This is an optimization exercise on Yosys and OpenROAD, whose aim is small area, a short achievable clock period and few clock cycles, not a production implementation. Function was checked by simulation only, so behaviour that the tests miss may differ from the original. Power figures rest on the tool's default switching activity, not on a simulated workload.

[flow/run.sh]
#!/bin/bash
# Layout flow: the standard flow (standard.sh), with two changes:
#  - ORFS's adder extraction is off (ADDER_MAP_FILE empty), so Yosys and ABC
#    map the adders as plain logic instead of chains of fa/ha cells.  The
#    synthesis script, and so the registers and their names, are the
#    standard ones.
#  - the port buffers that placement inserts on every input and output are
#    buf_4 cells instead of the default clkdlybuf4s50_1 delay cells.
# make's full output goes to flow_make.log in the work folder; each ORFS
# step keeps its own log under orfs/logs.
set -euo pipefail
bash standard.sh ADDER_MAP_FILE= \
  "BUFFER_PORTS_ARGS=-buffer_cell sky130_fd_sc_hd__buf_4" \
  finish > flow_make.log 2>&1
[standard.sh]
#!/bin/bash
# synth_recipe.tcl (not shown) runs the flow's synth.tcl, then flattens the netlist and writes it again
# the make line also repeats each setting of config.mk as NAME=value (left out here)
make -C /OpenROAD-flow-scripts/flow DESIGN_CONFIG=/design/flow/config.mk WORK_HOME=/design/flow/orfs CLKGATE_MAP_FILE= SYNTH_SCRIPT=/design/flow/synth_recipe.tcl "${@:-finish}"
[config.mk]
export PLATFORM = sky130hd
export DESIGN_NAME = cpu
export DESIGN_NICKNAME = cpu
export VERILOG_FILES = /design/flow/design.v
export SDC_FILE = /design/flow/constraint.sdc
export NUM_CORES = 4
export LEC_CHECK = 0
export CAP_MARGIN = 20
export CORE_MARGIN = 2
export CORE_UTILIZATION = 40
export CTS_BUF_LIST = sky130_fd_sc_hd__clkbuf_4 sky130_fd_sc_hd__clkbuf_8
export SETUP_SLACK_MARGIN = 2.3
export SLEW_MARGIN = 20
[constraint.sdc]
create_clock -name core_clock -period 5.0 [get_ports {clk}]
set_input_delay 1.0000 -clock core_clock [delete_from_list [all_inputs] [get_ports {clk}]]
set_output_delay 1.0000 -clock core_clock [all_outputs]
set_load 0.01 [all_outputs]
[design.v]
module fadder(
  input [WIDTH-1 : 0] a,
  input [WIDTH - 1 : 0] b,
  input sub_enable,
  input carry_in,
  output [WIDTH - 1 : 0] res,
  output carry_out);
  parameter WIDTH = 8;
  wire [WIDTH - 1 : 0] carry;
  wire [WIDTH - 1 : 0] b_in;
  assign carry_out = carry[WIDTH-1];
  assign b_in = sub_enable ? ~(b) : b;
  genvar i;
  generate
    for (i = 0; i < WIDTH; i = i + 1) begin
      if (i == 0) begin
        assign res[i] = (a[i] ^ b_in[i]) ^ carry_in;
        assign carry[i] = ((a[i] ^ b_in[i]) & carry_in) | (a[i] & b_in[i]);
      end else begin
        assign res[i] = (a[i] ^ b_in[i]) ^ carry[i-1];
        assign carry[i] = ((a[i] ^ b_in[i]) & carry[i-1]) | (a[i] & b_in[i]);
      end
    end
  endgenerate
endmodule
module shl8(
  input [7 : 0] a,
  input [2 : 0] shift,
  output [7 : 0] res,
  output carry);
  assign {carry, res} = (shift == 3'b000) ? {1'b0, a} :
                        (shift == 3'b001) ? {a[7 : 0], {1'b0}}:
                        (shift == 3'b010) ? {a[6 : 0], {2'b0}}:
                        (shift == 3'b011) ? {a[5 : 0], {3'b0}}:
                        (shift == 3'b100) ? {a[4 : 0], {4'b0}}:
                        (shift == 3'b101) ? {a[3 : 0], {5'b0}}:
                        (shift == 3'b110) ? {a[2 : 0], {6'b0}}:
                        {a[1 : 0], {7'b0}};
endmodule
module mul4x4(
  input [3 : 0] a,
  input [3 : 0] b,
  output [7 : 0] res);
  wire [2 : 0] shift_carry, sum_carry;
  wire [7 : 0] a0, a1, a2, a3, sum0, sum1;
  assign a0 = {4'b0, b[0] ? a : {3'b0}};
  shl8 shifta1(
    .a({4'b0, b[1] ? a : {3'b0}}),
    .shift(3'b001),
    .res(a1),
    .carry(shift_carry[0]));
  shl8 shifta2(
    .a({4'b0, b[2] ? a : {3'b0}}),
    .shift(3'b010),
    .res(a2),
    .carry(shift_carry[1]));
  shl8 shifta3(
    .a({4'b0, b[3] ? a : {3'b0}}),
    .shift(3'b011),
    .res(a3),
    .carry(shift_carry[2]));
  fadder #(.WIDTH(8)) adder1(
    .a(a0),
    .b(a1),
    .sub_enable(1'b0),
    .carry_in(1'b0),
    .res(sum0),
    .carry_out(sum_carry[0]));
  fadder #(.WIDTH(8)) adder2(
    .a(sum0),
    .b(a2),
    .sub_enable(1'b0),
    .carry_in(1'b0),
    .res(sum1),
    .carry_out(sum_carry[1]));
  fadder #(.WIDTH(8)) adder3(
    .a(sum1),
    .b(a3),
    .sub_enable(1'b0),
    .carry_in(1'b0),
    .res(res),
    .carry_out(sum_carry[2]));
endmodule
module alu(
  input [WIDTH-1 : 0] a,
  input [WIDTH-1 : 0] b,
  input mul_enable,
  input sub_enable,
  input shift_enable,
  input [2 : 0] shift_pos,
  output [WIDTH-1 : 0] result,
  output carry_out);
  parameter WIDTH = 8;
  wire [WIDTH-1 : 0] adder_res;
  wire adder_carry;
  wire [7 : 0] shift_res;
  wire shift_carry;
  wire [7: 0] mul_res;
  assign result = (mul_enable) ? mul_res :
                  (shift_enable) ? shift_res :
                  (adder_res);
  assign carry_out = (shift_enable) ? shift_carry :
                     adder_carry;
  fadder #(.WIDTH(WIDTH)) ripple_adder(
    .a(a),
    .b(b),
    .sub_enable(sub_enable),
    .carry_in(sub_enable),
    .res(adder_res),
    .carry_out(adder_carry));
  shl8 left_shift(
    .a(a),
    .shift(shift_pos),
    .res(shift_res),
    .carry(shift_carry));
  mul4x4 multiply(a[3:0], a[7:4], mul_res);
endmodule
module pcounter(
  input rst,
  input clk,
  input enable,
  input jump,
  input out_enable,
  input [ADDRESS_WIDTH-1 : 0] bus_in,
  output [ADDRESS_WIDTH-1 : 0] bus_out);
  parameter ADDRESS_WIDTH = 4;
  reg [ADDRESS_WIDTH-1 : 0] counter;
  assign bus_out = (out_enable) ? counter : 0;
  always @(posedge clk) begin
    if (rst) begin
      counter <= 0;
    end else begin
      if (enable) begin
        counter <= counter + 1;
      end else if (jump) begin
        counter <= bus_in;
      end
    end
  end
endmodule
module ram(
  input clk,
  input enable,
  input write_enable,
  input [WIDTH-1 : 0] addr,
  input [WIDTH-1 : 0] data_in,
  output [WIDTH-1 : 0] data_out);
  parameter ADDRESS_WIDTH = 4;
  parameter WIDTH = 8;
  parameter MEMORY_SIZE = 1 << ADDRESS_WIDTH;
  reg [WIDTH-1 : 0] mem [0 : MEMORY_SIZE-1];
  assign data_out = (enable) ? mem[addr] : {WIDTH{1'b0}};
  always @(posedge clk) begin
    if (write_enable) begin
      mem[addr] <= data_in;
    end
  end
endmodule
module cpu(
  input clk,
  input rst,                 
  input prog_we,             
  input [3 : 0] prog_addr,   
  input [7 : 0] prog_data,   
  input out_ready,           
  output out_valid,          
  output [7 : 0] out_data,   
  output halted);            
  localparam NOP = 4'h0, LDA = 4'h1, ADD = 4'h2, SUB = 4'h3, STA = 4'h4,
             OUT = 4'h5, JMP = 4'h6, LDI = 4'h7, JC = 4'h8, SHLA = 4'h9,
             MULA = 4'ha;
  reg [7 : 0] mem [0 : 15];
  reg [7 : 0] ir;
  reg [15 : 0] xs;
  reg [15 : 0] ps;
  reg [7 : 0] reg_a;
  reg [7 : 0] reg_b;
  reg carry;
  reg rs;
  reg w0;
  reg valid_q;
  reg halted_q;
  wire [3 : 0] op = ir[7 : 4];
  wire [3 : 0] x = ir[3 : 0];
  wire is_sta = (op == STA);
  wire is_out = (op == OUT);
  wire is_jmp = (op == JMP);
  wire is_jc = (op == JC);
  wire is_hlt = (op > MULA);
  assign halted = halted_q;
  assign out_valid = valid_q;
  assign out_data = reg_a;
  reg [7 : 0] rd_x;
  reg [7 : 0] rd_p;
  integer i;
  always @(*) begin
    rd_x = 8'd0;
    rd_p = 8'd0;
    for (i = 0; i < 16; i = i + 1) begin
      rd_x = rd_x | ({8{xs[i]}} & mem[i]);
      rd_p = rd_p | ({8{ps[i]}} & mem[i]);
    end
  end
  wire cpu_we = is_sta & ~rs;
  wire [15 : 0] pa = 16'd1 << prog_addr;
  wire [7 : 0] wd = prog_we ? prog_data : reg_a;
  always @(posedge clk) begin
    for (i = 0; i < 16; i = i + 1)
      if ((prog_we & pa[i]) | (cpu_we & xs[i]))
        mem[i] <= wd;
  end
  wire [8 : 0] sum = {1'b0, reg_a} + {1'b0, rd_x};
  wire [7 : 0] diff = reg_a - rd_x;
  wire [8 : 0] shl = {1'b0, reg_a} << x[2 : 0];
  wire [7 : 0] prod = reg_a[3 : 0] * reg_a[7 : 4];
  wire [8 : 0] ab = {1'b0, reg_a} + {1'b0, reg_b};
  wire taken = is_jmp | (is_jc & carry);
  wire stall = halted_q | (valid_q & ~out_ready) | (rs & is_sta) | w0;
  wire fwd = is_sta & (|(xs & ps));
  wire [15 : 0] xs_rot = {xs[14 : 0], xs[15]};
  wire [15 : 0] ps_rot = {ps[14 : 0], ps[15]};
  wire [7 : 0] ir_n = fwd ? reg_a : taken ? rd_x : rd_p;
  wire [7 : 0] ir_d = (rst || w0) ? mem[0] : stall ? ir : ir_n;
  always @(posedge clk) begin
    rs <= rst;
    w0 <= rst & prog_we & (prog_addr == 4'd0);
    valid_q <= (ir_d[7 : 4] == OUT) & ~(rst & prog_we & (prog_addr == 4'd0));
    halted_q <= (ir_d[7 : 4] > MULA) & ~(rst & prog_we & (prog_addr == 4'd0));
    ir <= ir_d;
    xs <= (rst || w0) ? (16'd1 << mem[0][3 : 0]) :
          stall ? (16'd1 << ir[3 : 0]) : (16'd1 << ir_n[3 : 0]);
    if (rst)
      ps <= 16'd2;
    else if (!stall)
      ps <= taken ? xs_rot : ps_rot;
  end
  always @(posedge clk) begin
    if (rst) begin
      reg_a <= 8'd0;
      reg_b <= 8'd0;
      carry <= 1'b0;
    end else if (!w0) begin
      case (op)
        LDA: reg_a <= rd_x;
        ADD: begin
          reg_a <= sum[7 : 0];
          reg_b <= rd_x;
          carry <= sum[8];
        end
        SUB: begin
          reg_a <= diff;
          reg_b <= rd_x;
        end
        LDI: reg_a <= {4'd0, x};
        SHLA: begin
          reg_a <= shl[7 : 0];
          carry <= shl[8];
        end
        MULA: begin
          reg_a <= prod;
          carry <= ab[8];
        end
        default: ;
      endcase
    end
  end
endmodule
==> load_flow_metrics.sql <==
INSERT INTO impl_metrics (metric_group, metric, value, unit) VALUES
('cells_and_area', 'drive_gt1_share', '22.02', '%'),
('route', 'route.final.wire_length', '36130', 'um'),
('clocking', 'cts.htree.levels', '4', ''),
('sta', 'worst_slew_pin_slew', '1079', 'ps'),
('synthesis', 'synth_top_family_by_area', 'compound AO/OA/AOI/OAI gates', ''),
('route', 'drt.antenna.violating_nets', '0', ''),
('global_route', 'globalRouteOverflowTotal', '0', ''),
('die', 'floorplan_die_area', '0.02568', 'sq mm'),
('clocking', 'cts_tree', 'done', ''),
('die', 'dieHeight', '160.3', 'um'),
('die', 'dieWidth', '160.3', 'um'),
('critical_path', 'path_class', 'flip-flop to flip-flop', ''),
('global_route', 'grt_start_max_net_pins', '35', ''),
('global_route', 'number_of_global_route_vias_before_repair', '7922', ''),
('synthesis', 'synth_top_cell_by_area', 'edfxtp_1', ''),
('critical_path', 'critical_path_required', '5380', 'ps'),
('critical_path', 'critPathLaunch', 'mem[3][1]', ''),
('min_path', 'timing.hold.worst.class', 'flip-flop to flip-flop', ''),
('clocking', 'tritoncts.num_buffers', '17', ''),
('sta', 'clock_skew', '20.13', 'ps'),
('synthesis', 'synth.mux.area_fraction', '3.715', '%'),
('place', 'post-place-ws', '1521', 'ps'),
('synthesis', 'synth_area', '0.009767', 'sq mm'),
('sta', 'finalWorstSetupSlack', '1922', 'ps'),
('clocking', 'cts.clk_slew.worst_paths', '110', 'ps'),
('synthesis', 'post_synth_fa_ha_maj_area_fraction', '0.6533', '%'),
('route', 'drc_violation_count_after_routing', '0', ''),
('synthesis', 'synth_top_area_cells', 'edfxtp_1 41%, dfxtp_1 12%, a22oi_1 5.1%, nand2_1 3.8%, a221oi_1 3.6%', ''),
('cells_and_area', 'fin_nets', '1002', ''),
('power_and_ir_drop', 'ir_worst_vdd', '0.3413', 'mV'),
('power_and_ir_drop', 'power_leakage', '3.822', 'nW'),
('sta', 'period_minus_slack', '3078', 'ps'),
('synthesis', 'share_of_the_synthesized_area_in_compound_gates_ao_oa_aoi_oai', '25.19', '%'),
('critical_path', 'timing.critical_path.cells', 'a22o_1 > a221oi_2 > and4_4 > a211oi_4 > o311ai_4 > a31oi_4 > maj3_2 > maj3_2 > maj3_2 > o31ai_2 > a21oi_1', ''),
('synthesis', 'syn-mean-instance-area', '10.29', 'sq um'),
('route', 'ratio_of_routed_vias_to_standard_cells', '6.458', ''),
('clocking', 'clockBufferDepth', '2', ''),
('critical_path', 'timing.critical_path.slowest_stage_cell', 'edfxtp_1', ''),
('synthesis', 'synth_sequential_area_ratio', '52.27', '%'),
('global_route', 'grt_antenna_before_repair', '0', ''),
('synthesis', 'post_synth_most_frequent_cells', '132 x edfxtp_1, 100 x nand2_1, 78 x nor2_1', ''),
('synthesis', 'synth_top_area_share', '40.58', '%'),
('synthesis', 'post_synthesis_sequential_element_count', '189', ''),
('global_route', 'grt_pass1_wl', '52430', 'um'),
('clocking', 'cts_hold_bufs', '0', ''),
('critical_path', 'worstSetupStartpointType', 'flip-flop', ''),
('critical_path', 'cp.arrival', '3460', 'ps'),
('sta', 'slew_headroom', '27.29', '%'),
('critical_path', 'critPathCaptureType', 'flip-flop', ''),
('die', 'core.rowCount', '57', ''),
('job', 'max-cap-violations', '0', ''),
('cells_and_area', 'antenna_cells_inserted', '0', ''),
('clocking', 'clk_latency', '490', 'ps'),
('critical_path', 'crit_path_max_incr_delay', '440', 'ps'),
('route', 'num_vias', '8544', ''),
('critical_path', 'origin_of_the_critical_flop_to_flop_path', 'mem[3][1]', ''),
('sta', 'fmax', '324.9', 'MHz'),
('power_and_ir_drop', 'power_density', '666.4', 'mW/mm^2'),
('synthesis', 'post_synthesis_xor_xnor_area_fraction', '2.063', '%'),
('critical_path', 'cp_max_fo', '4', ''),
('synthesis', 'synthesized_nets', '965', ''),
('place', 'hpwlAfterDp', '24520', 'um'),
('place', 'place_congestion', '1.002', ''),
('sta', 'timing.final.hold_violations', '0', ''),
('sta', 'slew_viol_final', '0', ''),
('sta', 'fin_tns_setup', '0', 'ps'),
('clocking', 'tritoncts_num_sinks', '189', ''),
('status', 'outcome', 'no timing/DRC/antenna violations', ''),
('synthesis', 'synth_simple_gate_area_share', '12.36', '%'),
('route', 'drtIter0Drc', '1195', ''),
('sta', 'setup_viol_count_final', '0', '');
-- repair_timing --
item	4_1_cts	5_1_grt
gates resized for setup	82	25
setup endpoints to repair	165	53
buffers inserted	34	3
pin swaps	24	17
-- state kept, by name, indices dropped and copies added (netlist names) --
signal and count:
carry 1, halted_q 1, ir 8, mem 128, ps 16, reg_a 8, reg_b 8, rs 1
valid_q 1, w0 1, xs 16
-- where the power goes --
part,switching [mW],internal [mW]
clock network,0.621,0.462
logic,2.24,1.61
registers,0.681,1.97
total,3.55,4.04
-- final timing paths --
check             depth (start not counted)        to  slack [ps]
setup / recovery                         11     carry        1920
hold / removal                            2  reg_b[0]         510
setup reg to reg                         11     carry        1920
hold reg to reg                           2  reg_b[0]         510
-- cell type report --
cell class | count | area [sq um]
Clock buffer | 17 | 234.0
Tap cell | 324 | 405.4
Fill cell | 2216 | 12790
Multi-Input combinational cell | 669 | 4562
Inverter | 13 | 56.30
Sequential cell | 189 | 5181
Timing Repair Buffer | 96 | 765.7
Clock inverter | 15 | 182.7
-- per-stage QoR --
stage | util (%) | std cells | total power [mW] | instance area (sq um)
6_report | 47.10 | 1323 | 7.589 | 11390
5_1_grt | 47.10 | 1323 | 7.929 | 11390
4_1_cts | 46.66 | 1319 | 7.299 | 11280
3_5_place_dp | 42.77 | 1253 | 5.681 | 10340
3_3_place_gp | 42.77 | 1253 | 5.677 | 10340
2_1_floorplan | - | 949 | 4.694 | 9831
-- kinds of logic (layout without fill, tap and decap cells) --
group           Yosys count  in the layout
compound gates          339            339
mux                      33             33
buf+inv                  91            141
fa+ha+maj                 6              6
flops                   189            189
xor+xnor                 23             23
simple gates            268            268
-- cells in the final DEF (no fill, tap or decap), types with 4 or more instances in the layout --
cell	instances
a211oi_1	31
a21o_1	4
a21oi_1	39
a21oi_2	4
a221oi_1	31
a221oi_2	11
a22o_1	37
a22oi_1	67
a31oi_1	4
and2_1	4
and3_1	4
buf_4	91
clkbuf_8	17
dfxtp_1	32
dfxtp_2	7
dfxtp_4	18
edfxtp_1	132
inv_1	11
maj3_2	4
mux2_2	5
mux2i_1	25
nand2_1	99
nand2b_1	6
nand3_1	27
nand4_1	6
nor2_1	72
nor2_2	4
nor2b_1	7
nor3_1	13
o211ai_1	6
o21ai_0	43
o21ai_1	12
o22ai_1	10
o31ai_2	4
xnor2_1	16
xor2_1	7
-- layer usage --
metal | GRT usage (%) | routed length [um] | share of wire (%) | vias to the layer above
met5 | 0 | 0 | 0 | -
met4 | 12.78 | 1866 | 5.2 | 0
met3 | 5.688 | 3599 | 10 | 124
met2 | 42.58 | 15940 | 44 | 557
met1 | 37.80 | 14720 | 41 | 4113
li1 | - | - | - | 3750
-- critical path: cells and delay by family (launching register included) --
| family | cells | cell delay (ps) |
|---|---|---|
| AOI/OAI and AO/OA | 7 | 1310 |
| adders and majority gates | 3 | 920 |
| DFF | 1 | 440 |
| and+or+nand+nor | 1 | 310 |
Testbench counts, summed over its fixed seeds: cycles 7,420.

re-timing with driven ports:
No port has a modelled driver above. Below, the same layout with a new extraction and two added sets of constraints.
Step 1 sets driving cells, clkbuf_16 on the clock port and buf_2 on the other inputs (assumed; they add their load-dependent delay and slew).
Step 2, shift: input delay + t, output delay - t, t = (earliest + latest rising clock arrival at the registers) / 2. This alone moves slack from input paths to output paths.
Slacks: no drivers / after step 1 / after step 2; pairs: no drivers / after step 1.
t (ns): 0.522
setup WS [ns]: 1.922 / 1.922 / 1.922
hold WS [ns]: 0.514 / 0.514 / 0.514
After both steps this run still meets setup and hold. For this run, drivers alone change the setup slack by 0.000 ns; drivers and shift together by 0.000 ns.
